Source: an optimization exercise on an open RTL-to-GDS flow (aim: small area). Production flows keep margins and buffers that such runs may drop.
The RTL was checked by simulation tests, not by an equivalence proof against the original design.
Power figures rest on the tool's default switching activity, not on a simulated workload.

==> flow/design.v <==
module ahb_slave(hreadyin, htrans, haddr, valid, tempselx);
  input        hreadyin;
  input  [1:0] htrans;
  input  [31:0] haddr;
  output       valid;
  output [2:0] tempselx;
  wire inwin = (haddr[31:28] == 4'b1000) & ~(haddr[27] & haddr[26]);
  assign valid = hreadyin & htrans[1] & inwin;
  assign tempselx[0] = (haddr[31:28] == 4'b1000) & (haddr[27:26] == 2'b00);
  assign tempselx[1] = (haddr[31:28] == 4'b1000) & (haddr[27:26] == 2'b01);
  assign tempselx[2] = (haddr[31:28] == 4'b1000) & (haddr[27:26] == 2'b10);
endmodule
module apb_controller(hclk, hresetn, hwrite, haddr, hwdata, valid, tempselx,
                      pwrite, penable, psel, paddr, pwdata, hr_readyout);
  input        hclk, hresetn, hwrite, valid;
  input  [31:0] haddr, hwdata;
  input  [2:0] tempselx;
  output reg   pwrite, penable, hr_readyout;
  output reg [2:0]  psel;
  output reg [31:0] paddr, pwdata;
  localparam ST_IDLE     = 3'd0,
             ST_READ     = 3'd1,
             ST_WWAIT    = 3'd2,
             ST_WRITE    = 3'd3,
             ST_WENABLE  = 3'd4,
             ST_WRITEPA  = 3'd5,    
             ST_WRITEPB  = 3'd6,    
             ST_WENABLEP = 3'd7;
  reg [2:0]  st, nst;
  reg [31:0] a1, a2;
  reg        w1, w2, b1, b2, z;
  wire s_idle  = (st == ST_IDLE);
  wire s_read  = (st == ST_READ);
  wire s_wwait = (st == ST_WWAIT);
  wire s_write = (st == ST_WRITE);
  wire s_wen   = (st == ST_WENABLE);
  wire s_wpa   = (st == ST_WRITEPA);
  wire s_wpb   = (st == ST_WRITEPB);
  wire s_wenp  = (st == ST_WENABLEP);
  wire rd = valid & ~hwrite;
  wire wr = valid &  hwrite;
  wire c  = w1 & b2;
  always @(*) begin
    case (st)
      ST_IDLE, ST_WENABLE: nst = wr ? ST_WWAIT : (rd ? ST_READ : ST_IDLE);
      ST_READ:     nst = ST_IDLE;
      ST_WWAIT:    nst = valid ? ST_WRITEPA : ST_WRITE;
      ST_WRITE:    nst = valid ? ST_WENABLEP : ST_WENABLE;
      ST_WRITEPA, ST_WRITEPB: nst = ST_WENABLEP;
      default:     nst = ~w2 ? ST_READ :
                         (valid & w1) ? ST_WRITEPB :
                         ~valid ? ST_WRITE : ST_IDLE;
    endcase
  end
  wire selA  = s_idle;
  wire selA1 = (s_read & ~w1) | s_wwait | s_wen;
  wire selA2 = (s_write & w2) | (s_wpa & c) | (s_wpb & ~c) | s_wenp;
  wire selP  = (s_read & w1) | (s_write & ~w2) | (s_wpa & ~c) | (s_wpb & c);
  wire ldD = ~(s_write | s_wpa | s_wpb | (s_wenp & valid & ~w1));
  wire holdA2 = s_wwait & valid;
  always @(posedge hclk) begin
    z  <= ~hresetn;
    a1 <= haddr;
    a2 <= holdA2 ? a2 : (z ? 32'd0 : a1);
    w1 <= hwrite;
    w2 <= w1;
    b1 <= |hwdata[31:8];
    b2 <= b1;
    paddr  <= ({32{selA}} & haddr) | ({32{selA1}} & a1) |
              ({32{selA2}} & a2)   | ({32{selP}}  & paddr);
    pwdata <= ldD ? hwdata : pwdata;
    pwrite <= s_wwait | s_write | s_wpa | s_wpb | (s_wen & w1) | (s_wenp & w2);
  end
  always @(posedge hclk) begin
    if (!hresetn) begin
      st          <= ST_IDLE;
      psel        <= 3'b000;
      penable     <= 1'b0;
      hr_readyout <= 1'b1;
    end else begin
      st          <= nst;
      psel        <= ((s_idle & rd) | (s_wen & wr) | ~(s_idle | s_wen)) ? tempselx : 3'b000;
      penable     <= s_read | s_write | s_wpa | s_wpb;
      hr_readyout <= s_read | s_write |
                     ((s_idle) & ~rd) |
                     ((s_wwait | s_wen) & ~valid) |
                     ((s_wpa | s_wpb) & w1) |
                     (s_wenp & ~valid & w2);
    end
  end
endmodule
module bridge_top(hclk,hresetn,hwrite,haddr,hwdata,hreadyin,htrans,prdata,pwrite,penable,psel,paddr,pwdata,hrdata,hr_readyout,hresp);
input hclk,hresetn,hwrite,hreadyin;
input [1:0]htrans;
input [31:0]haddr,hwdata,prdata;
output pwrite,penable,hr_readyout;
output [1:0]hresp;
output [2:0]psel;
output [31:0]paddr,pwdata,hrdata;
wire [2:0] tempselx;
wire valid;
ahb_slave ahb_sl(.hreadyin(hreadyin), .htrans(htrans), .haddr(haddr),
                 .valid(valid), .tempselx(tempselx));
apb_controller apb_c(.hclk(hclk), .hresetn(hresetn), .hwrite(hwrite),
                     .haddr(haddr), .hwdata(hwdata), .valid(valid),
                     .tempselx(tempselx), .pwrite(pwrite), .penable(penable),
                     .psel(psel), .paddr(paddr), .pwdata(pwdata),
                     .hr_readyout(hr_readyout));
assign hrdata = prdata;
assign hresp  = 2'b00;
endmodule
==> flow/config.mk <==
export PLATFORM = sky130hd
export DESIGN_NAME = bridge_top
export DESIGN_NICKNAME = bridge_top
export VERILOG_FILES = /design/flow/design.v
export SDC_FILE = /design/flow/constraint.sdc
export NUM_CORES = 4
export LEC_CHECK = 0
export CAP_MARGIN = 20
export CORE_MARGIN = 2
export CORE_UTILIZATION = 40
export SLEW_MARGIN = 20
==> flow/constraint.sdc <==
create_clock -name core_clock -period 4.0 [get_ports {hclk}]
set_input_delay 0.8000 -clock core_clock [delete_from_list [all_inputs] [get_ports {hclk}]]
set_output_delay 0.8000 -clock core_clock [all_outputs]
set_load 0.01 [all_outputs]
run.sh (not shown) runs the stock make flow with config.mk's settings and CLKGATE_MAP_FILE= SYNTH_SCRIPT=/design/flow/synth_recipe.tcl, a recipe that flattens the netlist after the stock synthesis.
==> next run, changes <==
--- a/flow/design.v
+++ b/flow/design.v
@@ -20,74 +20,75 @@
   output reg [31:0] paddr, pwdata;
   localparam ST_IDLE     = 3'd0,
              ST_READ     = 3'd1,
              ST_WWAIT    = 3'd2,
              ST_WRITE    = 3'd3,
              ST_WENABLE  = 3'd4,
-             ST_WRITEPA  = 3'd5,    
-             ST_WRITEPB  = 3'd6,    
+             ST_WRITEP   = 3'd5,
              ST_WENABLEP = 3'd7;
   reg [2:0]  st, nst;
   reg [31:0] a1, a2;
-  reg        w1, w2, b1, b2, z;
+  reg        w1, w2, b1, z, zz;
   wire s_idle  = (st == ST_IDLE);
   wire s_read  = (st == ST_READ);
   wire s_wwait = (st == ST_WWAIT);
   wire s_write = (st == ST_WRITE);
   wire s_wen   = (st == ST_WENABLE);
-  wire s_wpa   = (st == ST_WRITEPA);
-  wire s_wpb   = (st == ST_WRITEPB);
+  wire s_wp    = (st == ST_WRITEP);
   wire s_wenp  = (st == ST_WENABLEP);
   wire rd = valid & ~hwrite;
   wire wr = valid &  hwrite;
-  wire c  = w1 & b2;
   always @(*) begin
     case (st)
       ST_IDLE, ST_WENABLE: nst = wr ? ST_WWAIT : (rd ? ST_READ : ST_IDLE);
       ST_READ:     nst = ST_IDLE;
-      ST_WWAIT:    nst = valid ? ST_WRITEPA : ST_WRITE;
+      ST_WWAIT:    nst = valid ? ST_WRITEP : ST_WRITE;
       ST_WRITE:    nst = valid ? ST_WENABLEP : ST_WENABLE;
-      ST_WRITEPA, ST_WRITEPB: nst = ST_WENABLEP;
-      default:     nst = ~w2 ? ST_READ :
-                         (valid & w1) ? ST_WRITEPB :
+      ST_WRITEP:   nst = ST_WENABLEP;
+      ST_WENABLEP: nst = ~w2 ? ST_READ :
+                         (valid & w1) ? ST_WRITEP :
                          ~valid ? ST_WRITE : ST_IDLE;
+      default:     nst = ST_IDLE;
     endcase
   end
+  wire big   = hwrite & b1;
+  wire holdA2 = (s_wwait & valid & big) |
+                (s_wenp & (~w2 | (valid ? big : ~w1)));
+  wire sel2ok = ~zz;
   wire selA  = s_idle;
-  wire selA1 = (s_read & ~w1) | s_wwait | s_wen;
-  wire selA2 = (s_write & w2) | (s_wpa & c) | (s_wpb & ~c) | s_wenp;
-  wire selP  = (s_read & w1) | (s_write & ~w2) | (s_wpa & ~c) | (s_wpb & c);
-  wire ldD = ~(s_write | s_wpa | s_wpb | (s_wenp & valid & ~w1));
-  wire holdA2 = s_wwait & valid;
+  wire sel1  = (s_read & ~w1) | s_wwait | s_wen;
+  wire sel2  = ((s_read & w1) | s_write | s_wp | s_wenp) & sel2ok;
+  wire ldD = ~(s_write | s_wp | (s_wenp & valid & ~w1));
   always @(posedge hclk) begin
     z  <= ~hresetn;
     a1 <= haddr;
-    a2 <= holdA2 ? a2 : (z ? 32'd0 : a1);
+    if (!holdA2) begin
+      a2 <= a1;
+      zz <= z;
+    end
     w1 <= hwrite;
     w2 <= w1;
     b1 <= |hwdata[31:8];
-    b2 <= b1;
-    paddr  <= ({32{selA}} & haddr) | ({32{selA1}} & a1) |
-              ({32{selA2}} & a2)   | ({32{selP}}  & paddr);
-    pwdata <= ldD ? hwdata : pwdata;
-    pwrite <= s_wwait | s_write | s_wpa | s_wpb | (s_wen & w1) | (s_wenp & w2);
+    paddr  <= ({32{selA}} & haddr) | ({32{sel1}} & a1) | ({32{sel2}} & a2);
+    if (ldD) pwdata <= hwdata;
+    pwrite <= s_wwait | s_write | s_wp | (s_wen & w1) | (s_wenp & w2);
   end
   always @(posedge hclk) begin
     if (!hresetn) begin
       st          <= ST_IDLE;
       psel        <= 3'b000;
       penable     <= 1'b0;
       hr_readyout <= 1'b1;
     end else begin
       st          <= nst;
       psel        <= ((s_idle & rd) | (s_wen & wr) | ~(s_idle | s_wen)) ? tempselx : 3'b000;
-      penable     <= s_read | s_write | s_wpa | s_wpb;
+      penable     <= s_read | s_write | s_wp;
       hr_readyout <= s_read | s_write |
-                     ((s_idle) & ~rd) |
+                     (s_idle & ~rd) |
                      ((s_wwait | s_wen) & ~valid) |
-                     ((s_wpa | s_wpb) & w1) |
+                     (s_wp & w1) |
                      (s_wenp & ~valid & w2);
     end
   end
 endmodule
 module bridge_top(hclk,hresetn,hwrite,haddr,hwdata,hreadyin,htrans,prdata,pwrite,penable,psel,paddr,pwdata,hrdata,hr_readyout,hresp);
 input hclk,hresetn,hwrite,hreadyin;
What happened: Clock power is about the same. Power came out lower by 0.82%. Clock skew hardly moves. Final cell count came out lower by 24%. Routed wire length came out lower by 23%. Setup slack loses 0.19 ns. Worst hold slack gains 0.080 ns. Design area came out lower by 11%. Clock-buffer cell count came out lower by 9. Critical path depth came out higher by 1. Maximum frequency came out lower by 6.9%. Global-route usage came out lower by 2.4 points. Sequential share of layout area came out higher by 6.2 points.

## afterwards: timing with drivers on the ports
In the flow no input, the clock included, has a driving cell. The finished layouts below were timed again as built, in two steps.
Step 1, drivers: a clkbuf_16 drives hclk and a buf_2 each remaining input, both assumed.
Step 2 also shifts input and output timing later by t, the mid clock arrival at the registers, as if the neighbouring blocks saw the same clock.
Slacks: ideal / step 1 / step 2; pairs: ideal / step 1.
| run | t, ns | setup slack, ns | worst register clock-pin slew, ns | cell pins on the clock port's net |
|---|---|---|---|---|
| the first run | 0.452 | 1.378 / 1.398 / 0.946 | 0.06 / 0.06 | 1 |
| the second run | 0.432 | 1.185 / 1.198 / 0.765 | 0.07 / 0.07 | 1 |
After both steps every run listed still meets setup and hold. The setup slack of the first run, which loses most, moves by +0.020 ns with the drivers and by -0.432 ns with both steps.
